What follows belongs to an exercise in optimizing a design on an open flow for small area and a short achievable clock period; a production flow would make more cautious choices. RTL that was checked went through simulation tests only; none was proved equivalent to the original. For runs 2 and 3, only the layout was checked, not whether the RTL still works.

==> flow/design.v <==
module qrs(
input clk,
input reset,
input signed [15:0] data_in,
output  signed [15:0] up,
output  signed [15:0] low,
output  signed [15:0] low_out,
output  signed [15:0] high,
output  signed [15:0] high_out,
output  signed [15:0] deri_out,
output  signed [15:0] sqr_out,
output  signed [15:0] avg_out,
output  signed [15:0] data_out
    );
integer t;
reg ph;
reg [4:0] cnt;               
always @(posedge clk, posedge reset)
  if (reset) begin
    ph <= 1'b0;
    cnt <= 5'd0;
  end else begin
    ph <= ~ph;
    if (!ph && !cnt[4]) cnt <= cnt + 5'd1;
  end
reg [15:0] up_r;
always @(posedge clk, posedge reset)
  if (reset) up_r <= 16'd0;
  else up_r <= ph ? 16'd0 : data_in;
assign up = up_r;
reg [7:0] xq [0:10];
always @(posedge clk) begin
  xq[0] <= ph ? up_r[15:8] : data_in[7:0];
  for (t = 1; t < 11; t = t + 1) xq[t] <= xq[t-1];
end
reg [6:0] lq [0:30];
reg [6:0] laux;
wire [12:0] lnew;
always @(posedge clk, posedge reset)
  if (reset) begin
    lq[0] <= 7'd0;
    lq[1] <= 7'd0;
    lq[2] <= 7'd0;
  end else begin
    lq[0] <= ph ? laux : {1'b0, lnew[12:7]};
    lq[1] <= lq[0];
    lq[2] <= lq[1];
  end
always @(posedge clk) begin
  laux <= lnew[6:0];
  for (t = 3; t < 31; t = t + 1) lq[t] <= lq[t-1];
end
reg signed [13:0] m0, m1;    
reg [15:0] h1, h2, h3;       
wire [15:0] m0x = {{2{m0[13]}}, m0};
wire [15:0] m1x = {{2{m1[13]}}, m1};
wire [15:0] hsum, hdif, h3m;
wire co_hs, co_hd, co_h3;
sk_add #(16) a_hsum(.a(m0x), .b(m1x), .ci(1'b0), .s(hsum), .co(co_hs));    
sk_add #(16) a_hdif(.a(m0x), .b(~m1x), .ci(1'b1), .s(hdif), .co(co_hd));   
wire [15:0] h3s, h3y;
csa3 #(16) c_h3(.a({m0x[14:0], 1'b0}), .b(m0x), .c(~m1x), .s(h3s), .y(h3y));
ks_add #(16) a_h3m(.a(h3s), .b({h3y[14:0], 1'b1}), .ci(1'b0), .s(h3m), .co(co_h3));  
wire v3 = (cnt >= 5'd3);
wire v6 = (cnt >= 5'd6);
wire v16 = cnt[4];
wire [15:0] mx3 = v3 ? {xq[3], xq[4]} : 16'd0;
wire [15:0] mx6 = v6 ? {xq[9], xq[10]} : 16'd0;
wire [12:0] ml16 = v16 ? {lq[30][5:0], lq[29]} : 13'd0;
wire [17:0] cc;
wire co_cc;
ks_add #(18) a_cc(.a({2'b0, mx6}), .b(~{1'b0, mx3, 1'b0}), .ci(1'b1), .s(cc), .co(co_cc));
wire [14:0] md;
wire co_md;
rc_add #(15) a_md(.a({m0[13], m0}), .b(~{{2{ml16[12]}}, ml16}), .ci(1'b1), .s(md), .co(co_md));
wire [20:0] c2a;
wire co_c2;
assign c2a[4:0] = cc[4:0];
rc_add #(16) a_c2(.a({{3{cc[17]}}, cc[17:5]}), .b({md[14], md}), .ci(1'b0), .s(c2a[20:5]), .co(co_c2));
wire [18:0] es, ey, ea;
wire co_ea;
csa3 #(19) c_ea(.a({3'b0, h3m}), .b(~{3'b0, h1}), .c(~{2'b0, h2, 1'b0}), .s(es), .y(ey));
ks_add #(19) a_ea(.a(es), .b({ey[17:0], 1'b1}), .ci(1'b1), .s(ea), .co(co_ea));
wire [22:0] ka;
wire co_ka;
assign ka[4:0] = c2a[4:0];
rc_add #(18) a_ka(.a({2'b0, c2a[20:5]}), .b(ea[18:1]), .ci(1'b0), .s(ka[22:5]), .co(co_ka));
reg [17:0] cc_r;
reg [12:0] ml16_r;
reg [15:0] klo_r;
reg [6:0] khi_r;
reg c2hi_r;                  
reg [15:0] c2lo_r;           
always @(posedge clk) begin
  cc_r <= cc;
  ml16_r <= ml16;
  klo_r <= ka[15:0];
  khi_r <= ka[22:16];
  c2hi_r <= &c2a[20:16];
  c2lo_r <= c2a[15:0];
end
wire [15:0] sl;
wire co_sl;
ks_add #(16) a_sl(.a(data_in), .b(cc_r[15:0]), .ci(1'b0), .s(sl), .co(co_sl));
assign lnew = {cc_r[17] ^ (cc_r[16] & co_sl), cc_r[16] ^ co_sl, sl[15:5]};
wire [13:0] mnew;
wire co_mn;
ks_add #(14) a_mn(.a({lnew[12], lnew}), .b(~{ml16_r[12], ml16_r}), .ci(1'b1), .s(mnew), .co(co_mn));
wire [15:0] sk;
wire co_sk;
ks_add #(16) a_sk(.a(data_in), .b(klo_r), .ci(1'b0), .s(sk), .co(co_sk));
wire [15:0] sc;
wire co_sc;
ks_add #(16) a_sc(.a(data_in), .b(c2lo_r), .ci(1'b0), .s(sc), .co(co_sc));
wire c21 = co_sc & c2hi_r;
wire [6:0] khi1 = khi_r + 7'd1;
wire [6:0] khi = co_sk ? khi1 : khi_r;
wire [15:0] dna = {khi[6:5] - {1'b0, c21}, khi[4:0], sk[15:7]};
wire [18:0] t1s, t1y, t2s, t2y, tb;
wire co_tb;
csa3 #(19) c_t1(.a({2'b0, h3m, 1'b0}), .b({3'b0, hsum}), .c(~{3'b0, h2}), .s(t1s), .y(t1y));
csa3 #(19) c_t2(.a(t1s), .b({t1y[17:0], 1'b1}), .c(~{2'b0, h3, 1'b0}), .s(t2s), .y(t2y));
ks_add #(19) a_tb(.a(t2s), .b({t2y[17:0], 1'b1}), .ci(1'b0), .s(tb), .co(co_tb));
wire [15:0] dnb = tb[18:3];
wire [15:0] dn = ph ? dnb : dna;
wire [15:0] sn;
sq16 u_sq(.d(dn), .q(sn));
always @(posedge clk, posedge reset)
  if (reset) begin
    m0 <= 14'd0;
    m1 <= 14'd0;
  end else if (!ph) begin
    m0 <= mnew;
    m1 <= m0;
  end
wire [12:0] lA  = {lq[0][5:0], laux};
wire [12:0] lA1 = {lq[2][5:0], lq[1]};
wire [12:0] lB  = {lq[1][5:0], lq[0]};
wire [13:0] lod;
wire co_lo;
sk_add #(14) a_lo(.a({lA[12], lA}), .b(~{lA1[12], lA1}), .ci(1'b1), .s(lod), .co(co_lo));
assign low = ph ? {{3{lA[12]}}, lA} : 16'd0;
assign low_out = ph ? {{2{lod[13]}}, lod} : {{2{lB[12]}}, lB, 1'b0};
assign high = ph ? hdif : {m0x[14:0], 1'b0};
wire [15:0] hcur = ph ? hsum : h3m;
assign high_out = hcur;
always @(posedge clk, posedge reset)
  if (reset) begin
    h1 <= 16'd0; h2 <= 16'd0; h3 <= 16'd0;
  end else begin
    h1 <= hcur; h2 <= h1; h3 <= h2;
  end
reg [15:0] deri_r, sqr_r, s1;
reg [16:0] pp;               
wire [16:0] ppn;
wire co_pp;
rc_add #(17) a_pp(.a({1'b0, sqr_r}), .b({1'b0, s1}), .ci(1'b0), .s(ppn), .co(co_pp));
always @(posedge clk, posedge reset)
  if (reset) begin
    deri_r <= 16'd0; sqr_r <= 16'd0; s1 <= 16'd0; pp <= 17'd0;
  end else begin
    deri_r <= dn; sqr_r <= sn; s1 <= sqr_r; pp <= ppn;
  end
assign deri_out = deri_r;
assign sqr_out = sqr_r;
wire [15:0] avg;
avg3 u_avg(.a(sqr_r), .b(pp), .q(avg));
assign avg_out = avg[15:0];
reg [15:0] dout;
always @(posedge clk, posedge reset)
  if (reset) dout <= 16'd0;
  else if (!ph) dout <= avg[15:0];
assign data_out = dout;
endmodule
module ks_add #(parameter N = 16) (input [N-1:0] a, input [N-1:0] b, input ci, output [N-1:0] s, output co);
  localparam L = (N <= 2) ? 1 : (N <= 4) ? 2 : (N <= 8) ? 3 : (N <= 16) ? 4 : (N <= 32) ? 5 : 6;
  wire [N-1:0] g [0:L];
  wire [N-1:0] p [0:L];
  genvar i, l;
  generate
    for (i = 0; i < N; i = i + 1) begin : pg
      if (i == 0) begin : b0
        assign g[0][0] = (a[0] & b[0]) | ((a[0] ^ b[0]) & ci);
      end else begin : bi
        assign g[0][i] = a[i] & b[i];
      end
      assign p[0][i] = a[i] ^ b[i];
    end
    for (l = 0; l < L; l = l + 1) begin : lv
      for (i = 0; i < N; i = i + 1) begin : nd
        if (i >= (1 << l)) begin : m
          assign g[l+1][i] = g[l][i] | (p[l][i] & g[l][i - (1 << l)]);
          assign p[l+1][i] = p[l][i] & p[l][i - (1 << l)];
        end else begin : k
          assign g[l+1][i] = g[l][i];
          assign p[l+1][i] = p[l][i];
        end
      end
    end
    assign s[0] = p[0][0] ^ ci;
    for (i = 1; i < N; i = i + 1) begin : sm
      assign s[i] = p[0][i] ^ g[L][i-1];
    end
  endgenerate
  assign co = g[L][N-1];
endmodule
module sk_add #(parameter N = 16) (input [N-1:0] a, input [N-1:0] b, input ci, output [N-1:0] s, output co);
  localparam L = (N <= 2) ? 1 : (N <= 4) ? 2 : (N <= 8) ? 3 : (N <= 16) ? 4 : (N <= 32) ? 5 : 6;
  wire [N-1:0] g [0:L];
  wire [N-1:0] p [0:L];
  genvar i, l;
  generate
    for (i = 0; i < N; i = i + 1) begin : pg
      if (i == 0) begin : b0
        assign g[0][0] = (a[0] & b[0]) | ((a[0] ^ b[0]) & ci);
      end else begin : bi
        assign g[0][i] = a[i] & b[i];
      end
      assign p[0][i] = a[i] ^ b[i];
    end
    for (l = 0; l < L; l = l + 1) begin : lv
      for (i = 0; i < N; i = i + 1) begin : nd
        if ((i >> l) & 1) begin : m
          assign g[l+1][i] = g[l][i] | (p[l][i] & g[l][((i >> l) << l) - 1]);
          assign p[l+1][i] = p[l][i] & p[l][((i >> l) << l) - 1];
        end else begin : k
          assign g[l+1][i] = g[l][i];
          assign p[l+1][i] = p[l][i];
        end
      end
    end
    assign s[0] = p[0][0] ^ ci;
    for (i = 1; i < N; i = i + 1) begin : sm
      assign s[i] = p[0][i] ^ g[L][i-1];
    end
  endgenerate
  assign co = g[L][N-1];
endmodule
module rc_add #(parameter N = 16) (input [N-1:0] a, input [N-1:0] b, input ci, output [N-1:0] s, output co);
  wire [N:0] c;
  assign c[0] = ci;
  genvar i;
  generate for (i = 0; i < N; i = i + 1) begin : fa
    assign s[i] = a[i] ^ b[i] ^ c[i];
    assign c[i+1] = (a[i] & b[i]) | (a[i] & c[i]) | (b[i] & c[i]);
  end endgenerate
  assign co = c[N];
endmodule
module csa3 #(parameter N = 16) (input [N-1:0] a, input [N-1:0] b, input [N-1:0] c, output [N-1:0] s, output [N-1:0] y);
  assign s = a ^ b ^ c;
  assign y = (a & b) | (a & c) | (b & c);
endmodule
module m3add(input [1:0] x, input [1:0] y, output [1:0] z);
  assign z[0] = (~x[1] & ~x[0] & y[0]) | (x[0] & ~y[1] & ~y[0]) | (x[1] & y[1]);
  assign z[1] = (~x[1] & ~x[0] & y[1]) | (x[0] & y[0]) | (x[1] & ~y[1] & ~y[0]);
endmodule
module avg3(input [15:0] a, input [16:0] b, output [15:0] q);
  wire [17:0] aa = {2'b0, a};
  wire [17:0] bb = {1'b0, b};
  wire [17:0] g [0:5];
  wire [17:0] p [0:5];
  assign g[0] = aa & bb;
  assign p[0] = aa ^ bb;
  genvar i, l;
  generate
    for (l = 0; l < 5; l = l + 1) begin : lv
      for (i = 0; i < 18; i = i + 1) begin : nd
        if (i >= (1 << l)) begin : m
          assign g[l+1][i] = g[l][i] | (p[l][i] & g[l][i - (1 << l)]);
          assign p[l+1][i] = p[l][i] & p[l][i - (1 << l)];
        end else begin : k
          assign g[l+1][i] = g[l][i];
          assign p[l+1][i] = p[l][i];
        end
      end
    end
  endgenerate
  wire [17:0] cy = g[5];                      
  wire [17:0] y = p[0] ^ {cy[16:0], 1'b0};    
  wire [1:0] e [0:8];
  generate for (i = 0; i < 9; i = i + 1) begin : dg
    wire [1:0] ad = aa[2*i +: 2];
    wire [1:0] bd = bb[2*i +: 2];
    m3add u(.x({ad[1] & ~ad[0], ad[0] & ~ad[1]}), .y({bd[1] & ~bd[0], bd[0] & ~bd[1]}), .z(e[i]));
  end endgenerate
  wire [1:0] s [0:4][0:8];
  generate
    for (i = 0; i < 9; i = i + 1) begin : s0
      assign s[0][i] = e[i];
    end
    for (l = 0; l < 4; l = l + 1) begin : sl
      for (i = 0; i < 9; i = i + 1) begin : sn
        if ((((8 - i) >> l) & 1) && (((8 - i) >> l) << l) >= 1) begin : m
          m3add u(.x(s[l][i]), .y(s[l][8 - ((((8 - i) >> l) << l) - 1)]), .z(s[l+1][i]));
        end else begin : k
          assign s[l+1][i] = s[l][i];
        end
      end
    end
  endgenerate
  generate for (i = 0; i < 8; i = i + 1) begin : qd
    wire [1:0] rs = s[4][i+1];
    wire c = cy[2*i+1];
    wire [1:0] r = c ? {rs[0], ~rs[1] & ~rs[0]} : rs;
    wire d1 = y[2*i+1], d0 = y[2*i];
    assign q[2*i+1] = r[1] | (r[0] & d1);
    assign q[2*i]   = (~r[1] & ~r[0] & d1 & d0) | (r[0] & ~d1) | (r[1] & (d1 | d0));
  end endgenerate
endmodule
module sq16(input [15:0] d, output [15:0] q);
  wire sq_1 = d[0] & d[1];
  wire sq_2 = d[0] & d[2];
  wire sq_3 = d[0] & d[3];
  wire sq_4 = d[0] & d[4];
  wire sq_5 = d[0] & d[5];
  wire sq_6 = d[0] & d[6];
  wire sq_7 = d[0] & d[7];
  wire sq_8 = d[0] & d[8];
  wire sq_9 = d[0] & d[9];
  wire sq_10 = d[0] & d[10];
  wire sq_11 = d[0] & d[11];
  wire sq_12 = d[0] & d[12];
  wire sq_13 = d[0] & d[13];
  wire sq_14 = d[0] & d[14];
  wire sq_15 = d[1] & d[2];
  wire sq_16 = d[1] & d[3];
  wire sq_17 = d[1] & d[4];
  wire sq_18 = d[1] & d[5];
  wire sq_19 = d[1] & d[6];
  wire sq_20 = d[1] & d[7];
  wire sq_21 = d[1] & d[8];
  wire sq_22 = d[1] & d[9];
  wire sq_23 = d[1] & d[10];
  wire sq_24 = d[1] & d[11];
  wire sq_25 = d[1] & d[12];
  wire sq_26 = d[1] & d[13];
  wire sq_27 = d[2] & d[3];
  wire sq_28 = d[2] & d[4];
  wire sq_29 = d[2] & d[5];
  wire sq_30 = d[2] & d[6];
  wire sq_31 = d[2] & d[7];
  wire sq_32 = d[2] & d[8];
  wire sq_33 = d[2] & d[9];
  wire sq_34 = d[2] & d[10];
  wire sq_35 = d[2] & d[11];
  wire sq_36 = d[2] & d[12];
  wire sq_37 = d[3] & d[4];
  wire sq_38 = d[3] & d[5];
  wire sq_39 = d[3] & d[6];
  wire sq_40 = d[3] & d[7];
  wire sq_41 = d[3] & d[8];
  wire sq_42 = d[3] & d[9];
  wire sq_43 = d[3] & d[10];
  wire sq_44 = d[3] & d[11];
  wire sq_45 = d[4] & d[5];
  wire sq_46 = d[4] & d[6];
  wire sq_47 = d[4] & d[7];
  wire sq_48 = d[4] & d[8];
  wire sq_49 = d[4] & d[9];
  wire sq_50 = d[4] & d[10];
  wire sq_51 = d[5] & d[6];
  wire sq_52 = d[5] & d[7];
  wire sq_53 = d[5] & d[8];
  wire sq_54 = d[5] & d[9];
  wire sq_55 = d[6] & d[7];
  wire sq_56 = d[6] & d[8];
  wire sq_57 = sq_3 ^ sq_15 ^ d[2];
  wire sq_58 = (sq_3 & sq_15) | (sq_3 & d[2]) | (sq_15 & d[2]);
  wire sq_59 = sq_4 ^ sq_16;
  wire sq_60 = sq_4 & sq_16;
  wire sq_61 = sq_5 ^ sq_17 ^ sq_27;
  wire sq_62 = (sq_5 & sq_17) | (sq_5 & sq_27) | (sq_17 & sq_27);
  wire sq_63 = sq_6 ^ sq_18 ^ sq_28;
  wire sq_64 = (sq_6 & sq_18) | (sq_6 & sq_28) | (sq_18 & sq_28);
  wire sq_65 = sq_7 ^ sq_19 ^ sq_29;
  wire sq_66 = (sq_7 & sq_19) | (sq_7 & sq_29) | (sq_19 & sq_29);
  wire sq_67 = sq_37 ^ d[4];
  wire sq_68 = sq_37 & d[4];
  wire sq_69 = sq_8 ^ sq_20 ^ sq_30;
  wire sq_70 = (sq_8 & sq_20) | (sq_8 & sq_30) | (sq_20 & sq_30);
  wire sq_71 = sq_9 ^ sq_21 ^ sq_31;
  wire sq_72 = (sq_9 & sq_21) | (sq_9 & sq_31) | (sq_21 & sq_31);
  wire sq_73 = sq_39 ^ sq_45 ^ d[5];
  wire sq_74 = (sq_39 & sq_45) | (sq_39 & d[5]) | (sq_45 & d[5]);
  wire sq_75 = sq_10 ^ sq_22 ^ sq_32;
  wire sq_76 = (sq_10 & sq_22) | (sq_10 & sq_32) | (sq_22 & sq_32);
  wire sq_77 = sq_40 ^ sq_46;
  wire sq_78 = sq_40 & sq_46;
  wire sq_79 = sq_11 ^ sq_23 ^ sq_33;
  wire sq_80 = (sq_11 & sq_23) | (sq_11 & sq_33) | (sq_23 & sq_33);
  wire sq_81 = sq_41 ^ sq_47 ^ sq_51;
  wire sq_82 = (sq_41 & sq_47) | (sq_41 & sq_51) | (sq_47 & sq_51);
  wire sq_83 = sq_12 ^ sq_24 ^ sq_34;
  wire sq_84 = (sq_12 & sq_24) | (sq_12 & sq_34) | (sq_24 & sq_34);
  wire sq_85 = sq_42 ^ sq_48 ^ sq_52;
  wire sq_86 = (sq_42 & sq_48) | (sq_42 & sq_52) | (sq_48 & sq_52);
  wire sq_87 = sq_13 ^ sq_25 ^ sq_35;
  wire sq_88 = (sq_13 & sq_25) | (sq_13 & sq_35) | (sq_25 & sq_35);
  wire sq_89 = sq_43 ^ sq_49 ^ sq_53;
  wire sq_90 = (sq_43 & sq_49) | (sq_43 & sq_53) | (sq_49 & sq_53);
  wire sq_91 = sq_55 ^ d[7];
  wire sq_92 = sq_55 & d[7];
  wire sq_93 = sq_14 ^ sq_26 ^ sq_36;
  wire sq_94 = sq_44 ^ sq_50 ^ sq_54;
  wire sq_95 = sq_60 ^ sq_61 ^ d[3];
  wire sq_96 = (sq_60 & sq_61) | (sq_60 & d[3]) | (sq_61 & d[3]);
  wire sq_97 = sq_62 ^ sq_63;
  wire sq_98 = sq_62 & sq_63;
  wire sq_99 = sq_64 ^ sq_65 ^ sq_67;
  wire sq_100 = (sq_64 & sq_65) | (sq_64 & sq_67) | (sq_65 & sq_67);
  wire sq_101 = sq_66 ^ sq_68 ^ sq_69;
  wire sq_102 = (sq_66 & sq_68) | (sq_66 & sq_69) | (sq_68 & sq_69);
  wire sq_103 = sq_70 ^ sq_71 ^ sq_73;
  wire sq_104 = (sq_70 & sq_71) | (sq_70 & sq_73) | (sq_71 & sq_73);
  wire sq_105 = sq_72 ^ sq_74 ^ sq_75;
  wire sq_106 = (sq_72 & sq_74) | (sq_72 & sq_75) | (sq_74 & sq_75);
  wire sq_107 = sq_76 ^ sq_78 ^ sq_79;
  wire sq_108 = (sq_76 & sq_78) | (sq_76 & sq_79) | (sq_78 & sq_79);
  wire sq_109 = sq_81 ^ d[6];
  wire sq_110 = sq_81 & d[6];
  wire sq_111 = sq_80 ^ sq_82 ^ sq_83;
  wire sq_112 = (sq_80 & sq_82) | (sq_80 & sq_83) | (sq_82 & sq_83);
  wire sq_113 = sq_84 ^ sq_86 ^ sq_87;
  wire sq_114 = (sq_84 & sq_86) | (sq_84 & sq_87) | (sq_86 & sq_87);
  wire sq_115 = sq_89 ^ sq_91;
  wire sq_116 = sq_89 & sq_91;
  wire sq_117 = sq_88 ^ sq_90 ^ sq_92;
  wire sq_118 = sq_93 ^ sq_94 ^ sq_56;
  wire sq_119 = sq_100 ^ sq_101 ^ sq_38;
  wire sq_120 = (sq_100 & sq_101) | (sq_100 & sq_38) | (sq_101 & sq_38);
  wire sq_121 = sq_102 ^ sq_103;
  wire sq_122 = sq_102 & sq_103;
  wire sq_123 = sq_104 ^ sq_105 ^ sq_77;
  wire sq_124 = (sq_104 & sq_105) | (sq_104 & sq_77) | (sq_105 & sq_77);
  wire sq_125 = sq_106 ^ sq_107 ^ sq_109;
  wire sq_126 = (sq_106 & sq_107) | (sq_106 & sq_109) | (sq_107 & sq_109);
  wire sq_127 = sq_108 ^ sq_110 ^ sq_111;
  wire sq_128 = (sq_108 & sq_110) | (sq_108 & sq_111) | (sq_110 & sq_111);
  wire sq_129 = sq_112 ^ sq_113 ^ sq_115;
  wire sq_130 = (sq_112 & sq_113) | (sq_112 & sq_115) | (sq_113 & sq_115);
  wire sq_131 = sq_114 ^ sq_116 ^ sq_117;
  wire sq_132 = sq_126 ^ sq_127 ^ sq_85;
  wire sq_133 = (sq_126 & sq_127) | (sq_126 & sq_85) | (sq_127 & sq_85);
  wire sq_134 = sq_128 ^ sq_129;
  wire sq_135 = sq_128 & sq_129;
  wire sq_136 = sq_130 ^ sq_131 ^ sq_118;
  wire [15:0] sq_ra = {sq_135, sq_133, sq_132, sq_124, sq_122, sq_120, sq_119, sq_98, sq_96, sq_95, sq_58, sq_57, sq_2, sq_1, 1'b0, d[0]};
  wire [15:0] sq_rb = {sq_136, sq_134, 1'b0, sq_125, sq_123, sq_121, 1'b0, sq_99, sq_97, 1'b0, sq_59, 1'b0, 1'b0, d[1], 1'b0, 1'b0};
  wire sq_co;
  ks_add #(.N(16)) sq_add(.a(sq_ra), .b(sq_rb), .ci(1'b0), .s(q), .co(sq_co));
endmodule
==> flow/flow/run.sh <==
#!/bin/bash
# Standard layout (the standard.sh), with plain buf_2 cells as the port
# buffers, a clock tree of clkbuf_16 cells in sink clusters of up to 30
# without dummy loads, and timing repair asked to leave 16 ns of setup slack.
set -euo pipefail
export BUFFER_PORTS_ARGS="-buffer_cell sky130_fd_sc_hd__buf_2"
export CTS_ARGS="-sink_clustering_enable -repair_clock_nets -dont_use_dummy_load -buf_list sky130_fd_sc_hd__clkbuf_16 -sink_clustering_size 30 -sink_clustering_max_diameter 100"
bash standard.sh SETUP_SLACK_MARGIN=16 finish > standard_flow.log 2>&1
==> flow/standard.sh <==
#!/bin/bash
# synth_recipe.tcl (not shown) runs the flow's synth.tcl, then flattens the netlist and writes it again
# the make line also repeats each setting of config.mk as NAME=value (left out here)
make -C /OpenROAD-flow-scripts/flow DESIGN_CONFIG=/design/flow/config.mk WORK_HOME=/design/flow/orfs CLKGATE_MAP_FILE= SYNTH_SCRIPT=/design/flow/synth_recipe.tcl "${@:-finish}"
==> flow/config.mk <==
export PLATFORM = sky130hd
export DESIGN_NAME = qrs
export DESIGN_NICKNAME = qrs
export VERILOG_FILES = /design/flow/design.v
export SDC_FILE = /design/flow/constraint.sdc
export NUM_CORES = 4
export LEC_CHECK = 0
export ABC_AREA = 1
export CAP_MARGIN = 20
export CORE_MARGIN = 2
export CORE_UTILIZATION = 40
export SLEW_MARGIN = 20
==> flow/constraint.sdc <==
create_clock -name core_clock -period 25.0 [get_ports {clk}]
set_input_delay 5.0000 -clock core_clock [delete_from_list [all_inputs] [get_ports {clk}]]
set_output_delay 5.0000 -clock core_clock [all_outputs]
set_load 0.01 [all_outputs]
==> results of run 1 <==
[what timing repair did]
| item | CTS | global route |
|---|---|---|
| gates resized for setup | 41 | 108 |
| hold endpoints to repair | 0 | 0 |
| pin swaps | 5 | 44 |
| endpoints found under the setup margin | 11 | 19 |
| setup buffers | 20 | 24 |
[final cells by class]
type | instances | area (sq um)
clock buffer | 28 | 701
timing repair buffer | 211 | 1200
inverter | 593 | 2250
sequential | 548 | 12000
tap | 931 | 1160
multi-input combinational | 1939 | 14000
antenna | 1 | 2.50
fill | 6624 | 37300
[stage by stage]
step           instances  setup slack (ns)  hold slack, ns
4_1_cts             4226             15.95           0.271
2_1_floorplan       3123             15.96           0.310
3_3_place_gp        4178             14.85           0.310
6_report            4251             16.10           0.273
3_5_place_dp        4178             14.72           0.312
5_1_grt             4250             15.77           0.285
[sequential cells by signal, summed over array words and instances, names as in the netlist, 7 cells and up]
signal	cells
s1	15
h2	16
sqr_r	14
dout	16
cc_r	13
lq	216
h1	16
pp	17
klo_r	11
h3	16
laux	7
up_r	16
c2lo_r	16
xq	88
ml16_r	13
deri_r	16
khi_r	7
m1	14
m0	14
[logic make-up after synthesis]
kind of cell	after synthesis
other cells	1
xor+xnor	106
fa+ha+maj	365
simple gates	1098
flops	548
buf+inv	636
compound gates	369
[synthesized netlist by cell type, types with 7 or more instances]
| cell | number |
|---|---|
| a21o_1 | 9 |
| a21oi_1 | 137 |
| a31oi_1 | 7 |
| buf_4 | 8 |
| clkbuf_1 | 26 |
| dfrtp_1 | 197 |
| dfxtp_1 | 351 |
| fa_1 | 151 |
| ha_1 | 214 |
| inv_1 | 577 |
| inv_2 | 14 |
| nand2_1 | 670 |
| nand2_2 | 27 |
| nand3_1 | 146 |
| nand3b_1 | 14 |
| nand4_1 | 15 |
| nor2_1 | 172 |
| nor3_1 | 23 |
| o21ai_0 | 141 |
| o21ai_1 | 12 |
| o21ai_2 | 7 |
| o21bai_1 | 14 |
| o31ai_1 | 8 |
| xnor2_1 | 33 |
| xor2_1 | 73 |
[per-layer routing]
metal	global-route usage	vias to the layer above	wire length (um)
met4	0.0342	0	1330
met2	0.299	284	28800
met5	0	-	0
li1	-	10000	-
met1	0.240	9131	29700
met3	0.0191	66	2100
[critical path: stages]
cell and delay (ns):
buf_2 0.15, ha_4 0.27, a21oi_2 0.21, o21ai_2 0.12
a21oi_4 0.26, buf_4 0.18, nand3_1 0.10, nand3_2 0.11
nand2_4 0.08, inv_2 0.10, nor2_4 0.04, fa_1 0.49
fa_2 0.53, inv_1 0.05, fa_2 0.52, inv_1 0.04
ha_1 0.33, nand2_1 0.09, inv_1 0.05, a31oi_1 0.16
nand2_1 0.11, a31oi_2 0.17, inv_1 0.06, nand3_1 0.07
nand2_1 0.06
[worst min path at each step]
stage	start	end	slack (ns)	cells after the start
floorplan	lq[9][0]$_DFF_P_	lq[10][0]$_DFF_P_	0.31	0
global placement	lq[23][2]$_DFF_P_	lq[24][2]$_DFF_P_	0.31	0
detailed placement	lq[6][3]$_DFF_P_	lq[7][3]$_DFF_P_	0.31	0
CTS	lq[17][6]$_DFF_P_	lq[18][6]$_DFF_P_	0.27	0
global route	lq[9][6]$_DFF_P_	lq[10][6]$_DFF_P_	0.28	0
finish	lq[17][6]$_DFF_P_	lq[18][6]$_DFF_P_	0.27	0
==> flow_summary.toml, run 1 <==
[floorplanning]
initial_utilization = 0.405
die_y_um = 267
die-area_sq_um = 71500
pin_count = 162
fp.dieW_um = 267
core.rowCount = 96
core_sq_um = 68600

[global_routing]
grt_pass1_wl_mm = 99.3
antenna_found_initial = 1
track_usage = 0.175
grt_overflow = 0
grt_max_degree = 71
grt_pass1_vias = 19000

[clocking]
cts_tree = "yes"
htreeDepth = 1
clock_sinks = 548
clk_path_buf_depth = 3
clk_latency_ns = 0.64
clk_pin_slew_ns = 0.10
cts_buffers = 28
cts_root_buf = "clkbuf_16"
cts_hold_buf = 0

[yosys]
ys_ff_latch = 548
ys.flop_type = "dfxtp_1"
synth_edf_count = 0
synth-compound-area-share = 0.0745
synthArstFlopShare = 0.359
avgSynthCellArea_sq_um = 8.89
syn-num-nets = 3506
synth_top_area_frac = 0.253
synth_top_family_by_area = "adder cells"
synth_mux_area_frac = 0
synth-seq-area-share = 0.431
synth-xor-area-share = 0.0335
synth-simple-area-share = 0.168
yosysWarnings = 10
synth_area_leaders = "dfxtp_1, dfrtp_1, fa_1"
netlist_area_sq_um = 27800
synthAdderAreaFrac = 0.205
ys_types = 55
yosysTopAreaCell = "dfxtp_1"
synthCells = 3123

[drt]
first_pass_iters = 5
drc = 0
wirelength_mm = 62.0
num_vias = 19500
drt_iter0_markers = 956
avgViaCountPerCell = 4.59
wl_per_cell_um = 14.6
ant_nets = 0

[sta]
worst_slew_pin_slew_ns = 0.958
slew_headroom = 0.361
finalCritPeriodShare = 0.356
tns_ns = 0
hold_viol = 0
drv_slew = 0
rsz0062_at_grt = "yes"
setup_viol_count_final = 0
skew_ns = 0.127
period_needed_ns = 8.90
timing.fmax_mhz = 112

[placed_design]
place.gp.congestion = 0.873
dp_hpwl_mm = 48.6
portBuffers = 160
place_area_sq_um = 29700

[final_layout]
drive_gt1_frac = 0.133
area_delta_synth_final_pct = 12.7
utilization = 0.456
final_cell_mix = "nand2_1, inv_1, dfxtp_1"
fin_area_sq_um = 31300
fin_nets = 3704
final_common_cell = "nand2_1"

[critical_path]
end_kind = "register"
critical_path_class = "in2reg"
regToRegSetupSlack_ns = 16.41
r2r_cells = 34
critPathRequiredTime_ns = 25.45
start_kind = "input port"
r2r_end = "khi_r[5]$_DFF_P_"
crit_end = "sqr_r[15]$_DFF_PP0_"
crit_arrival_ns = 9.35
crit_path_start = "data_in[9]"
worstPathMaxFanout = 5
r2r_start = "m0[2]$_DFFE_PP0N_"

[flow_run]
cap_violations = 0

[hold_path]
min_path_type = "reg2reg"

[run_status]
outcome = "complete, no violations"
==> run 2: changes to the inputs <==
--- a/flow/design.v
+++ b/flow/design.v
@@ -86,3 +86,3 @@
 assign ka[4:0] = c2a[4:0];
-rc_add #(18) a_ka(.a({2'b0, c2a[20:5]}), .b(ea[18:1]), .ci(1'b0), .s(ka[22:5]), .co(co_ka));
+rc_add #(18) a_ka(.a({{2{c2a[20]}}, c2a[20:5]}), .b(ea[18:1]), .ci(1'b0), .s(ka[22:5]), .co(co_ka));
 reg [17:0] cc_r;
@@ -91,4 +91,2 @@
 reg [6:0] khi_r;
-reg c2hi_r;                  
-reg [15:0] c2lo_r;           
 always @(posedge clk) begin
@@ -98,4 +96,2 @@
   khi_r <= ka[22:16];
-  c2hi_r <= &c2a[20:16];
-  c2lo_r <= c2a[15:0];
 end
@@ -111,9 +107,9 @@
 ks_add #(16) a_sk(.a(data_in), .b(klo_r), .ci(1'b0), .s(sk), .co(co_sk));
-wire [15:0] sc;
-wire co_sc;
-ks_add #(16) a_sc(.a(data_in), .b(c2lo_r), .ci(1'b0), .s(sc), .co(co_sc));
-wire c21 = co_sc & c2hi_r;
+wire [14:0] hna;
+wire co_hna;
+ks_add #(15) a_hna(.a({mnew[13], mnew}), .b({m0[13], m0}), .ci(1'b0), .s(hna), .co(co_hna));
+wire sa = ~ph & hna[14];
 wire [6:0] khi1 = khi_r + 7'd1;
 wire [6:0] khi = co_sk ? khi1 : khi_r;
-wire [15:0] dna = {khi[6:5] - {1'b0, c21}, khi[4:0], sk[15:7]};
+wire [15:0] dna = {khi[6:0], sk[15:7]};
 wire [18:0] t1s, t1y, t2s, t2y, tb;
@@ -124,5 +120,7 @@
 wire [15:0] dnb = tb[18:3];
-wire [15:0] dn = ph ? dnb : dna;
-wire [15:0] sn;
-sq16 u_sq(.d(dn), .q(sn));
+wire [15:0] dn0 = ph ? dnb : dna;
+wire [15:0] dn = {dn0[15:14] + {1'b0, sa}, dn0[13:0]};
+wire [15:0] sn0, sn;
+sq16 u_sq(.d(dn0), .q(sn0));
+assign sn = {sn0[15] ^ (sa & dn0[0]), sn0[14:0]};
 always @(posedge clk, posedge reset)
==> flow/flow/run.sh (replaced) <==
#!/bin/bash
# Standard layout (the standard.sh), with plain buf_2 cells as the port
# buffers and a clock tree of clkbuf_16 cells in sink clusters of up to 20,
# without dummy loads.
set -euo pipefail
export BUFFER_PORTS_ARGS="-buffer_cell sky130_fd_sc_hd__buf_2"
export CTS_ARGS="-sink_clustering_enable -repair_clock_nets -dont_use_dummy_load -buf_list sky130_fd_sc_hd__clkbuf_16 -sink_clustering_size 20 -sink_clustering_max_diameter 80"
bash standard.sh finish > standard_flow.log 2>&1
==> flow_summary.toml, run 2 <==
[yosys]
synth.most_common_cell = "nand2_1"
synth_top_area_frac = 0.246
avgSynthCellArea_sq_um = 8.96
ys_types = 62
synthArstFlopShare = 0.368
syn-num-nets = 3459
ys.flop_type = "dfxtp_1"
yosysTopAreaCell = "dfxtp_1"
synth_commonest_cells = "nand2_1, inv_1, dfxtp_1"
ys_ff_latch = 536
synth_area_leaders = "dfxtp_1, dfrtp_1, fa_1"
synth_edf_count = 0
yosysWarnings = 11
netlist_area_sq_um = 27500
synth-seq-area-share = 0.425
synthCells = 3073

[critical_path]
critical_path.max_stage_delay_ns = 0.58
path_buf_inv = 2
critical_path_class = "reg2reg"
critPathRequiredTime_ns = 25.44
cp_top_family = "adder cells"
end_kind = "register"
crit_top_cell = "fa_1"
worstPathMaxFanout = 16
crit_arrival_ns = 10.50
cp_slowest_cell = "dfrtp_1"
start_kind = "register"

[sta]
rsz0062_at_grt = "no"
tns_ns = 0
finalCritPeriodShare = 0.402
period_needed_ns = 10.06
timing.fmax_mhz = 99.4
setup_viol_count_final = 0
hold_viol = 0
skew_ns = 0.0706
slew_headroom = 0.371
setup_slack_ns = 14.94
drv_slew = 0
worst_slew_pin_slew_ns = 0.943

[final_layout]
drive_gt1_frac = 0.0854
reg_top3 = "lq: 216 flops, xq: 88 flops, pp: 17 flops"
largest_reg_flops = 216
fillCellCount = 6646
stdcell_count = 4116
largest_register = "lq"
fin_area_sq_um = 30200
area_delta_synth_final_pct = 9.83
final_common_cell = "nand2_1"
final_cell_mix = "nand2_1, inv_1, dfxtp_1"
fin_nets = 3621
utilization = 0.443

[clocking]
cts_hold_buf = 0
cts_tree = "yes"
postCtsSetupRepairBufs = 0
clock_sinks = 536
clk_path_buf_depth = 3
cts_root_buf = "clkbuf_16"
cts_resized = 0
cts_buffers = 38
clk_latency_ns = 0.58
clk_pin_slew_ns = 0.08
htreeDepth = 2

[drt]
ant_nets = 0
wl_per_cell_um = 14.7
first_pass_iters = 5
drc = 0
avgViaCountPerCell = 4.66
num_vias = 19200
wirelength_mm = 60.5
drt_iter0_markers = 898

[floorplanning]
die-area_sq_um = 71000
fp.dieW_um = 266
pin_count = 162
core_sq_um = 68300
die_y_um = 266
core.rowCount = 96
initial_utilization = 0.403

[global_routing]
grt_max_degree = 83
grt_overflow = 0
grt_pass1_vias = 19000
grt_pass1_wl_mm = 97.9
antenna_found_initial = 0
track_usage = 0.174

[hold_path]
min_path_type = "reg2reg"

[placed_design]
pre_cts_ws_ns = 14.59
dp_hpwl_mm = 47.9
placed_cells = 4077
place_area_sq_um = 29300
portBuffers = 160
place.gp.congestion = 0.870

[flow_run]
cap_violations = 0

[run_status]
outcome = "complete, no violations"

[power]
run 2: layout make-up:
class                      count  area, sq um  share of cell area
tap                          882         1100              0.0365
sequential                   536        11700               0.388
timing repair buffer         166          846              0.0280
antenna                        1         2.50           0.0000827
inverter                     585         2210              0.0729
clock buffer                  38          951              0.0314
multi-input combinational   1908        13400               0.444
run 2: logic make-up (layout without fill, tap and decap cells):
family,count (synthesis),count (layout),share of synthesized area
and+or+nand+nor,1032,1032,0.159
buffers and inverters,629,789,0.0874
DFF,536,536,0.425
AOI/OAI and AO/OA,379,379,0.0777
adders and majority gates,368,368,0.209
xor gates and xnor gates,128,128,0.0413
other,1,2,0.000136
run 2: final timing paths:
| path | cells past startpoint | slack [ns] | start | end |
|---|---|---|---|---|
| worst min register to register | 0 | 0.30 | xq[7][5]$_DFF_P_ | xq[8][5]$_DFF_P_ |
| min in group asynchronous | 2 | 4.47 | reset | up_r[6]$_DFF_PP0_ |
| max in group asynchronous | 4 | 18.28 | reset | ph$_DFF_PP0_ |
| worst max-delay path | 32 | 14.94 | cnt[4]$_DFFE_PP0P_ | khi_r[6]$_DFF_P_ |
| worst min-delay path | 0 | 0.30 | xq[7][5]$_DFF_P_ | xq[8][5]$_DFF_P_ |
| worst max register to register | 32 | 14.94 | cnt[4]$_DFFE_PP0P_ | khi_r[6]$_DFF_P_ |
run 2: stage by stage:
| stage | hold slack, ns |
|---|---|
| 2_1_floorplan | 0.310 |
| 3_3_place_gp | 0.310 |
| 3_5_place_dp | 0.312 |
| 4_1_cts | 0.310 |
| 5_1_grt | 0.316 |
| 6_report | 0.303 |
run 2: layer usage:
layer | track usage | part of all wire
met3 | 0.0242 | 0.037
met5 | 0 | 0
met4 | 0.0437 | 0.022
met2 | 0.303 | 0.47
met1 | 0.227 | 0.47
==> run 3: changes to the inputs <==
==> flow/flow/run.sh (replaced) <==
#!/bin/bash
# Standard layout (the standard.sh), with plain buf_2 cells as the port
# buffers, a clock tree of clkbuf_16 cells in sink clusters of up to 20
# without dummy loads, and timing repair asked to leave 16 ns of setup slack.
set -euo pipefail
export BUFFER_PORTS_ARGS="-buffer_cell sky130_fd_sc_hd__buf_2"
export CTS_ARGS="-sink_clustering_enable -repair_clock_nets -dont_use_dummy_load -buf_list sky130_fd_sc_hd__clkbuf_16 -sink_clustering_size 20 -sink_clustering_max_diameter 80"
bash standard.sh SETUP_SLACK_MARGIN=16 finish > standard_flow.log 2>&1
==> flow_summary.toml, run 3 <==
[final_layout]
final_cell_mix = "nand2_1, inv_1, dfxtp_1"
multi_input_area_sq_um = 14600
fin_nets = 3699
final-seq-area_sq_um = 11700
reg_top3 = "lq: 216 flops, xq: 88 flops, pp: 17 flops"
utilization = 0.470
largest_reg_flops = 216
drive_gt1_frac = 0.173
area_delta_synth_final_pct = 16.6
diodes = 0
final_common_cell = "nand2_1"
fillCellCount = 6531
largest_register = "lq"

[drt]
ant_nets = 0
wl_per_cell_um = 15.3
first_pass_iters = 5
drc = 0
num_vias = 19600
wirelength_mm = 64.2
drt_iter0_markers = 783
avgViaCountPerCell = 4.68

[sta]
setup_viol_count_final = 0
slew_headroom = 0.463
hold_viol = 0
period_needed_ns = 9.14
finalCritPeriodShare = 0.366
whs_ns = 0.305
drv_slew = 0
timing.fmax_mhz = 109
setup_slack_ns = 15.86
skew_ns = 0.104
rsz0062_at_grt = "yes"
worst_slew_pin_slew_ns = 0.805
tns_ns = 0

[yosys]
synth_top_area_frac = 0.246
synth.most_common_cell = "nand2_1"
ys.flop_type = "dfxtp_1"
synth-seq-area-share = 0.425
synthArstFlopShare = 0.368
ys_types = 62
yosysWarnings = 11
synth_edf_count = 0
yosysTopAreaCell = "dfxtp_1"
avgSynthCellArea_sq_um = 8.96
ys_ff_latch = 536
synth_area_leaders = "dfxtp_1, dfrtp_1, fa_1"
netlist_area_sq_um = 27500
syn-num-nets = 3459
synthCells = 3073
synth_commonest_cells = "nand2_1, inv_1, dfxtp_1"

[clocking]
clk_path_buf_depth = 3
htreeDepth = 2
cts_tree = "yes"
clock_sinks = 536
cts_root_buf = "clkbuf_16"
cts_hold_buf = 0
clk_pin_slew_ns = 0.07
clk_latency_ns = 0.59
cts_buffers = 38

[floorplanning]
fp.dieW_um = 266
initial_utilization = 0.403
core.rowCount = 96
die_y_um = 266
pin_count = 162
die-area_sq_um = 71000
core_sq_um = 68300

[hold_path]
min_path_type = "reg2reg"
hp-start = "lq[23][4]$_DFF_P_"
min_path_cells = 0
min_to = "lq[24][4]$_DFF_P_"

[critical_path]
critical_path.max_stage_delay_ns = 0.30
worstPathMaxFanout = 3
cp_top_family = "simple AND/OR/NAND/NOR gates"
end_kind = "register"
cp_slowest_cell = "ha_1"
critical_path_class = "in2reg"
path_buf_inv = 3
r2r_cells = 35
crit_arrival_ns = 9.59
critPathRequiredTime_ns = 25.45
crit_top_cell = "nand2_2"
start_kind = "input port"
r2r_end = "khi_r[6]$_DFF_P_"
r2r_start = "cnt[0]$_DFFE_PP0P_"
regToRegSetupSlack_ns = 16.12

[global_routing]
grt_max_degree = 81
antenna_found_initial = 1
grt_overflow = 0
grt_pass1_wl_mm = 102
track_usage = 0.183
grt_pass1_vias = 19600

[placed_design]
pre_cts_ws_ns = 14.70
portBuffers = 160
dp_hpwl_mm = 49.2
place.gp.congestion = 0.897

[flow_run]
cap_violations = 0

[run_status]
outcome = "complete, no violations"
## run 3: layout make-up
cell class | instances | area share
multi-input cells | 1908 | 0.456
flip-flops and latches | 536 | 0.365
inverters | 585 | 0.0689
repair buffers | 244 | 0.0462
well taps | 882 | 0.0344
clock buffers | 38 | 0.0296
## run 3: worst max-delay path by stage
stage | startpoint | to | slack (ns) | cells after the start
CTS | data_in[1] | sqr_r[15]$_DFF_PP0_ | 15.84 | 42
finish | data_in[1] | sqr_r[15]$_DFF_PP0_ | 15.86 | 39
global placement | data_in[1] | deri_r[15]$_DFF_PP0_ | 14.81 | 34
detailed placement | data_in[1] | deri_r[15]$_DFF_PP0_ | 14.70 | 34
floorplan | data_in[1] | deri_r[15]$_DFF_PP0_ | 15.83 | 40
global route | data_in[3] | sqr_r[15]$_DFF_PP0_ | 15.62 | 41
## run 3: worst reg2reg max path, delay by kind of cell (launching register included)
family                     cells  cell delay (ns)
xor gates and xnor gates       2             0.42
DFF                            1             0.40
and+or+nand+nor                6             0.60
buffers and inverters          4             0.35
adders and majority gates     16             5.90
AOI/OAI and AO/OA              7             1.02
## run 3: layer usage
metal	global-route usage	wire length, um
met5	0	13
met2	0.315	30900
met4	0.0556	1760
met3	0.0238	2160
met1	0.238	29300
## run 3: what timing repair did
action	4_1_cts	5_1_grt
setup buffers	39	37
resized for setup	106	142
pin swaps	53	98
setup endpoints to repair	22	24
## run 3: stage by stage
step                      instance area [sq um]  std cells
after floorplan                           27900       3073
after global placement                    29600       4079
after detailed placement                  29600       4079
after CTS                                 31300       4156
after global routing                      32100       4193
final                                     32100       4193
## run 3: cell families after synthesis
family                     after synthesis  share of synthesized area
DFF                                    536                      0.425
buffers and inverters                  629                     0.0874
adders and majority gates              368                      0.209
xor gates and xnor gates               128                     0.0413
other                                    1                   0.000136
AOI/OAI and AO/OA                      379                     0.0777
and+or+nand+nor                       1032                      0.159
==> run 4: changes to the inputs <==
--- a/flow/design.v
+++ b/flow/design.v
@@ -26,6 +26,5 @@
 reg [15:0] up_r;
-always @(posedge clk, posedge reset)
-  if (reset) up_r <= 16'd0;
-  else up_r <= ph ? 16'd0 : data_in;
-assign up = up_r;
+always @(posedge clk)
+  up_r <= data_in;
+assign up = ph ? up_r : 16'd0;
 reg [7:0] xq [0:10];
@@ -62,3 +61,3 @@
 csa3 #(16) c_h3(.a({m0x[14:0], 1'b0}), .b(m0x), .c(~m1x), .s(h3s), .y(h3y));
-ks_add #(16) a_h3m(.a(h3s), .b({h3y[14:0], 1'b1}), .ci(1'b0), .s(h3m), .co(co_h3));  
+sk_add #(16) a_h3m(.a(h3s), .b({h3y[14:0], 1'b1}), .ci(1'b0), .s(h3m), .co(co_h3));  
 wire v3 = (cnt >= 5'd3);
@@ -71,3 +70,3 @@
 wire co_cc;
-ks_add #(18) a_cc(.a({2'b0, mx6}), .b(~{1'b0, mx3, 1'b0}), .ci(1'b1), .s(cc), .co(co_cc));
+sk_add #(18) a_cc(.a({2'b0, mx6}), .b(~{1'b0, mx3, 1'b0}), .ci(1'b1), .s(cc), .co(co_cc));
 wire [14:0] md;
@@ -82,3 +81,3 @@
 csa3 #(19) c_ea(.a({3'b0, h3m}), .b(~{3'b0, h1}), .c(~{2'b0, h2, 1'b0}), .s(es), .y(ey));
-ks_add #(19) a_ea(.a(es), .b({ey[17:0], 1'b1}), .ci(1'b1), .s(ea), .co(co_ea));
+sk_add #(19) a_ea(.a(es), .b({ey[17:0], 1'b1}), .ci(1'b1), .s(ea), .co(co_ea));
 wire [22:0] ka;
@@ -86,3 +85,3 @@
 assign ka[4:0] = c2a[4:0];
-rc_add #(18) a_ka(.a({{2{c2a[20]}}, c2a[20:5]}), .b(ea[18:1]), .ci(1'b0), .s(ka[22:5]), .co(co_ka));
+rc_add #(18) a_ka(.a({2'b0, c2a[20:5]}), .b(ea[18:1]), .ci(1'b0), .s(ka[22:5]), .co(co_ka));
 reg [17:0] cc_r;
@@ -91,2 +90,4 @@
 reg [6:0] khi_r;
+reg c2hi_r;                  
+reg [15:0] c2lo_r;           
 always @(posedge clk) begin
@@ -96,2 +97,4 @@
   khi_r <= ka[22:16];
+  c2hi_r <= &c2a[20:16];
+  c2lo_r <= c2a[15:0];
 end
@@ -103,3 +106,3 @@
 wire co_mn;
-ks_add #(14) a_mn(.a({lnew[12], lnew}), .b(~{ml16_r[12], ml16_r}), .ci(1'b1), .s(mnew), .co(co_mn));
+sk_add #(14) a_mn(.a({lnew[12], lnew}), .b(~{ml16_r[12], ml16_r}), .ci(1'b1), .s(mnew), .co(co_mn));
 wire [15:0] sk;
@@ -107,9 +110,9 @@
 ks_add #(16) a_sk(.a(data_in), .b(klo_r), .ci(1'b0), .s(sk), .co(co_sk));
-wire [14:0] hna;
-wire co_hna;
-ks_add #(15) a_hna(.a({mnew[13], mnew}), .b({m0[13], m0}), .ci(1'b0), .s(hna), .co(co_hna));
-wire sa = ~ph & hna[14];
+wire [15:0] sc;
+wire co_sc;
+ks_add #(16) a_sc(.a(data_in), .b(c2lo_r), .ci(1'b0), .s(sc), .co(co_sc));
+wire c21 = co_sc & c2hi_r;
 wire [6:0] khi1 = khi_r + 7'd1;
 wire [6:0] khi = co_sk ? khi1 : khi_r;
-wire [15:0] dna = {khi[6:0], sk[15:7]};
+wire [15:0] dna = {khi[6:5] - {1'b0, c21}, khi[4:0], sk[15:7]};
 wire [18:0] t1s, t1y, t2s, t2y, tb;
@@ -118,9 +121,7 @@
 csa3 #(19) c_t2(.a(t1s), .b({t1y[17:0], 1'b1}), .c(~{2'b0, h3, 1'b0}), .s(t2s), .y(t2y));
-ks_add #(19) a_tb(.a(t2s), .b({t2y[17:0], 1'b1}), .ci(1'b0), .s(tb), .co(co_tb));
+sk_add #(19) a_tb(.a(t2s), .b({t2y[17:0], 1'b1}), .ci(1'b0), .s(tb), .co(co_tb));
 wire [15:0] dnb = tb[18:3];
-wire [15:0] dn0 = ph ? dnb : dna;
-wire [15:0] dn = {dn0[15:14] + {1'b0, sa}, dn0[13:0]};
-wire [15:0] sn0, sn;
-sq16 u_sq(.d(dn0), .q(sn0));
-assign sn = {sn0[15] ^ (sa & dn0[0]), sn0[14:0]};
+wire [15:0] dn = ph ? dnb : dna;
+wire [15:0] sn;
+sq16 u_sq(.d(dn), .q(sn));
 always @(posedge clk, posedge reset)
==> flow_summary.toml, run 4 <==
[yosys]
ys.flop_type = "dfxtp_1"
synth-seq-area-share = 0.444
syn-num-nets = 3267
ys_types = 57
synth.most_common_cell = "nand2_1"
ys_ff_latch = 548
synth_top_area_frac = 0.275
synth_commonest_cells = "nand2_1, inv_1, dfxtp_1"
yosysWarnings = 9
synthCells = 2872
synthArstFlopShare = 0.330
synth_area_leaders = "dfxtp_1, dfrtp_1, fa_1"
netlist_area_sq_um = 26700
synth_edf_count = 0
avgSynthCellArea_sq_um = 9.30
yosysTopAreaCell = "dfxtp_1"

[placed_design]
pre_cts_ws_ns = 15.12
portBuffers = 160
dp_hpwl_mm = 45.3
place_area_sq_um = 28600
place.gp.congestion = 0.844

[final_layout]
fin_area_sq_um = 30600
diodes = 0
largest_reg_flops = 216
area_delta_synth_final_pct = 14.5
largest_register = "lq"
fin_nets = 3490
final_cell_mix = "nand2_1, inv_1, dfxtp_1"
reg_top3 = "lq: 216 flops, xq: 88 flops, pp: 17 flops"
final_common_cell = "nand2_1"
drive_gt1_frac = 0.152

[sta]
slew_headroom = 0.356
skew_ns = 0.0844
worst_slew_pin_slew_ns = 0.966
drv_slew = 0
setup_slack_ns = 16.04
finalCritPeriodShare = 0.359
tns_ns = 0
setup_viol_count_final = 0
rsz0062_at_grt = "yes"
hold_viol = 0
timing.fmax_mhz = 112
period_needed_ns = 8.96

[critical_path]
worstPathMaxFanout = 5
regToRegSetupSlack_ns = 16.36
r2r_end = "sqr_r[15]$_DFF_PP0_"
critical_path.max_stage_delay_ns = 0.49
r2r_cells = 43
cp_slowest_cell = "fa_1"
r2r_start = "m1[1]$_DFFE_PP0N_"
critical_path_class = "in2reg"
end_kind = "register"
crit_arrival_ns = 9.41
start_kind = "input port"
critPathRequiredTime_ns = 25.45

[floorplanning]
fp.dieW_um = 262
pin_count = 162
core.rowCount = 94
die_y_um = 262
core_sq_um = 66000
initial_utilization = 0.405
die-area_sq_um = 68900

[hold_path]
min_to = "lq[19][0]$_DFF_P_"
hp-start = "lq[18][0]$_DFF_P_"
min_path_type = "reg2reg"
min_path_cells = 0

[flow_run]
cap_violations = 0

[global_routing]
track_usage = 0.173
antenna_found_initial = 0
grt_overflow = 0
grt_pass1_wl_mm = 94.8
grt_max_degree = 157
grt_pass1_vias = 17800

[drt]
drt_iter0_markers = 769
ant_nets = 0
avgViaCountPerCell = 4.59
first_pass_iters = 6
drc = 0
num_vias = 18100
wirelength_mm = 58.8
wl_per_cell_um = 14.9

[clocking]
clk_latency_ns = 0.59
cts_tree = "yes"
cts_root_buf = "clkbuf_16"
clk_pin_slew_ns = 0.07
clk_path_buf_depth = 3
clock_sinks = 548
cts_buffers = 38
htreeDepth = 2
cts_hold_buf = 0

[run_status]
outcome = "complete, no violations"
[run 4: logic make-up after synthesis]
kind of cell,Yosys count,synth area share
buf+inv,579,0.0829
simple gates,981,0.154
fa+ha+maj,377,0.223
other cells,1,0.000140
compound gates,287,0.0625
xor+xnor,99,0.0324
flops,548,0.444
[run 4: worst max path at each step]
stage / startpoint / to / slack, ns
after floorplan: data_in[13] / sqr_r[15]$_DFF_PP0_ / 16.00
after CTS: m1[1]$_DFFE_PP0N_ / high_out[14] / 15.97
final: data_in[9] / sqr_r[15]$_DFF_PP0_ / 16.04
after detailed placement: data_in[7] / sqr_r[15]$_DFF_PP0_ / 15.12
after global routing: m0[2]$_DFFE_PP0N_ / high_out[14] / 15.82
after global placement: data_in[7] / sqr_r[15]$_DFF_PP0_ / 15.14
[run 4: stage by stage]
stage / utilization / instances / hold WS (ns)
after floorplan: - / 2872 / 0.310
after global placement: 0.433 / 3863 / 0.309
after detailed placement: 0.433 / 3863 / 0.312
after CTS: 0.452 / 3916 / 0.316
after global routing: 0.464 / 3957 / 0.317
final: 0.464 / 3957 / 0.312
[run 4: final cells by class]
cell class,count,area [sq um]
multi-input combinational,1745,13300
timing repair buffer,221,1330
tap,864,1080
clock buffer,38,951
sequential,548,11900
inverter,541,2060
fill,6284,35400
[run 4: what timing repair did]
| action | in CTS | in global routing |
|---|---|---|
| resized for setup | 50 | 122 |
| setup buffers | 15 | 41 |
| setup endpoints to repair | 18 | 27 |
| pin swaps | 8 | 49 |
[run 4: per-layer routing]
metal | wire [um] | up-vias | GRT usage
li1 | - | 9253 | -
met1 | 27400 | 8539 | 0.230
met2 | 27400 | 272 | 0.290
met3 | 2190 | 81 | 0.0256
met4 | 1850 | 0 | 0.0567
met5 | 0 | - | 0
[run 4: critical path, delay by kind of cell]
family	cells	cell delay (ns)
compound gates	8	1.18
simple gates	9	0.97
fa+ha+maj	5	1.93
buf+inv	4	0.33
==> run 5: changes to the inputs <==
==> flow/flow/run.sh (replaced) <==
#!/bin/bash
# Standard layout (the standard.sh), with plain buf_2 cells as the port
# buffers, a clock tree of clkbuf_16 cells in sink clusters of up to 20
# without dummy loads, and timing repair asked to leave 15.0 ns of setup slack.
set -euo pipefail
export BUFFER_PORTS_ARGS="-buffer_cell sky130_fd_sc_hd__buf_2"
export CTS_ARGS="-sink_clustering_enable -repair_clock_nets -dont_use_dummy_load -buf_list sky130_fd_sc_hd__clkbuf_16 -sink_clustering_size 20 -sink_clustering_max_diameter 80"
bash standard.sh SETUP_SLACK_MARGIN=15.0 finish > standard_flow.log 2>&1
==> flow_summary.toml, run 5 <==
[run_status]
outcome = "complete, no violations"

[critical_path]
r2r_end = "khi_r[5]$_DFF_P_"
critPathRequiredTime_ns = 25.40
critical_path_class = "in2reg"
regToRegSetupSlack_ns = 15.68
worstPathMaxFanout = 7
start_kind = "input port"
r2r_cells = 35
r2r_start = "cnt[4]$_DFFE_PP0P_"
crit_arrival_ns = 9.97
end_kind = "register"

[yosys]
synth_top_area_frac = 0.275
synth_area_leaders = "dfxtp_1, dfrtp_1, fa_1"
yosysWarnings = 9
ys_types = 57
ys_ff_latch = 548
synth_commonest_cells = "nand2_1, inv_1, dfxtp_1"
synthArstFlopShare = 0.330
synth_edf_count = 0
avgSynthCellArea_sq_um = 9.30
yosysTopAreaCell = "dfxtp_1"
syn-num-nets = 3267
synth.most_common_cell = "nand2_1"
synth-seq-area-share = 0.444
ys.flop_type = "dfxtp_1"
netlist_area_sq_um = 26700
synthCells = 2872

[drt]
drc = 0
drt_iter0_markers = 803
num_vias = 17800
avgViaCountPerCell = 4.56
wirelength_mm = 57.1
first_pass_iters = 5
wl_per_cell_um = 14.6
ant_nets = 0

[clocking]
clk_pin_slew_ns = 0.09
clock_sinks = 548
htreeDepth = 2
clk_latency_ns = 0.57
cts_resized = 0
clk_path_buf_depth = 3
postCtsSetupRepairBufs = 0
cts_root_buf = "clkbuf_16"
cts_hold_buf = 0
cts_tree = "yes"
cts_buffers = 38

[floorplanning]
core.rowCount = 94
core_sq_um = 66000
die-area_sq_um = 68900
fp.dieW_um = 262
pin_count = 162
initial_utilization = 0.405
die_y_um = 262

[global_routing]
antenna_found_initial = 2
grt_pass1_wl_mm = 93.5
grt_overflow = 0
grt_pass1_vias = 17600
track_usage = 0.170
grt_max_degree = 89

[final_layout]
fin_nets = 3435
final_cell_mix = "nand2_1, inv_1, dfxtp_1"
largest_register = "lq"
drive_gt1_frac = 0.0945
stdcell_count = 3903
utilization = 0.446
final_common_cell = "nand2_1"
largest_reg_flops = 216
reg_top3 = "lq: 216 flops, xq: 88 flops, pp: 17 flops"
area_delta_synth_final_pct = 10.2
fillCellCount = 6386

[sta]
hold_viol = 0
slew_headroom = 0.421
finalCritPeriodShare = 0.383
period_needed_ns = 9.57
timing.fmax_mhz = 104
drv_slew = 0
skew_ns = 0.0693
tns_ns = 0
whs_ns = 0.308
setup_viol_count_final = 0
worst_slew_pin_slew_ns = 0.869
rsz0062_at_grt = "no"

[flow_run]
cap_violations = 0

[placed_design]
placed_cells = 3864
place.gp.congestion = 0.876
dp_hpwl_mm = 45.0
portBuffers = 160

[hold_path]
min_path_cells = 0
min_to = "lq[25][4]$_DFF_P_"
hp-start = "lq[24][4]$_DFF_P_"
min_path_type = "reg2reg"
==> run 5: worst max path at each step <==
stage               slack, ns  startpoint                   to
CTS                     15.32  data_in[6]  sqr_r[15]$_DFF_PP0_
detailed placement      14.76  data_in[6]  sqr_r[15]$_DFF_PP0_
global placement        14.80  data_in[6]  sqr_r[15]$_DFF_PP0_
global route            15.05  data_in[5]  sqr_r[15]$_DFF_PP0_
finish                  15.43  data_in[5]  sqr_r[15]$_DFF_PP0_
floorplan               15.08       reset   cnt[0]$_DFFE_PP0P_
==> run 5: final cells by class <==
| class | count | area, sq um | area share |
|---|---|---|---|
| inverters | 541 | 2050 | 0.0695 |
| diodes | 1 | 2.50 | 0.0000850 |
| clock buffers | 38 | 951 | 0.0323 |
| flip-flops and latches | 548 | 11900 | 0.404 |
| multi-input cells | 1745 | 12600 | 0.429 |
| repair buffers | 166 | 846 | 0.0287 |
| well taps | 864 | 1080 | 0.0367 |
==> run 5: cells by family (layout without fill, tap and decap cells) <==
family          after synthesis  after routing  synth area share
other cells                   1              2          0.000140
simple gates                981            981             0.154
flops                       548            548             0.444
compound gates              287            287            0.0625
buf+inv                     579            745            0.0829
fa+ha+maj                   377            377             0.223
xor+xnor                     99             99            0.0324
==> run 5: stage by stage <==
stage,worst slack (ns),area [sq um]
2_1_floorplan,15.08,26700
3_3_place_gp,14.80,28500
3_5_place_dp,14.76,28500
4_1_cts,15.32,29400
5_1_grt,15.05,29400
6_report,15.43,29400
==> run 5: worst max-delay path: stages <==
cell	delay, ns
buf_2	0.14
ha_1	0.33
a21oi_1	0.21
o21ai_0	0.13
nand2_1	0.09
nand3_1	0.11
nand2_1	0.11
nand2_1	0.08
a21o_1	0.17
o21ai_0	0.38
nand2_1	0.29
inv_1	0.20
nor2_1	0.08
fa_1	0.57
fa_1	0.43
fa_1	0.42
ha_1	0.37
nand2_1	0.07
inv_1	0.07
nand3_1	0.08
o21ai_0	0.32
a21o_1	0.17
nand3b_1	0.10
nand2_1	0.05
==> run 5: metal layers <==
metal  vias to the layer above  GRT usage  wire [um]
li1                       9150          -          -
met1                      8286      0.227      27000
met5                         -          0          0
met2                       267      0.286      26500
met4                         0     0.0542       1750
met3                        79     0.0234       1920

==> port drivers added, routing unchanged <==
Ports are ideal in the flow. The routed layouts listed here were re-timed in OpenROAD. Step 1, drivers: a clkbuf_16 drives clk and a buf_2 each remaining input, both assumed. Step 2 also shifts input and output timing later by t, the mid clock arrival at the registers, as if the neighbouring blocks saw the same clock. a / b / c = ideal ports / drivers / drivers and shift; a / b = the first two.
run	t, ns	slack for setup (ns)	worst slew at a driven data input, ns
run 1	0.641	16.097 / 16.056 / 15.461	0.06
run 2	0.605	14.942 / 14.942 / 14.522	0.07
run 3	0.601	15.862 / 15.877 / 15.276	0.06
run 4	0.605	16.037 / 16.003 / 15.463	0.08
run 5	0.591	15.430 / 15.465 / 14.874	0.11
After both steps setup and hold are still met in every run listed. The setup slack of run 1, which loses most, moves by -0.041 ns with the drivers and by -0.636 ns with both steps.
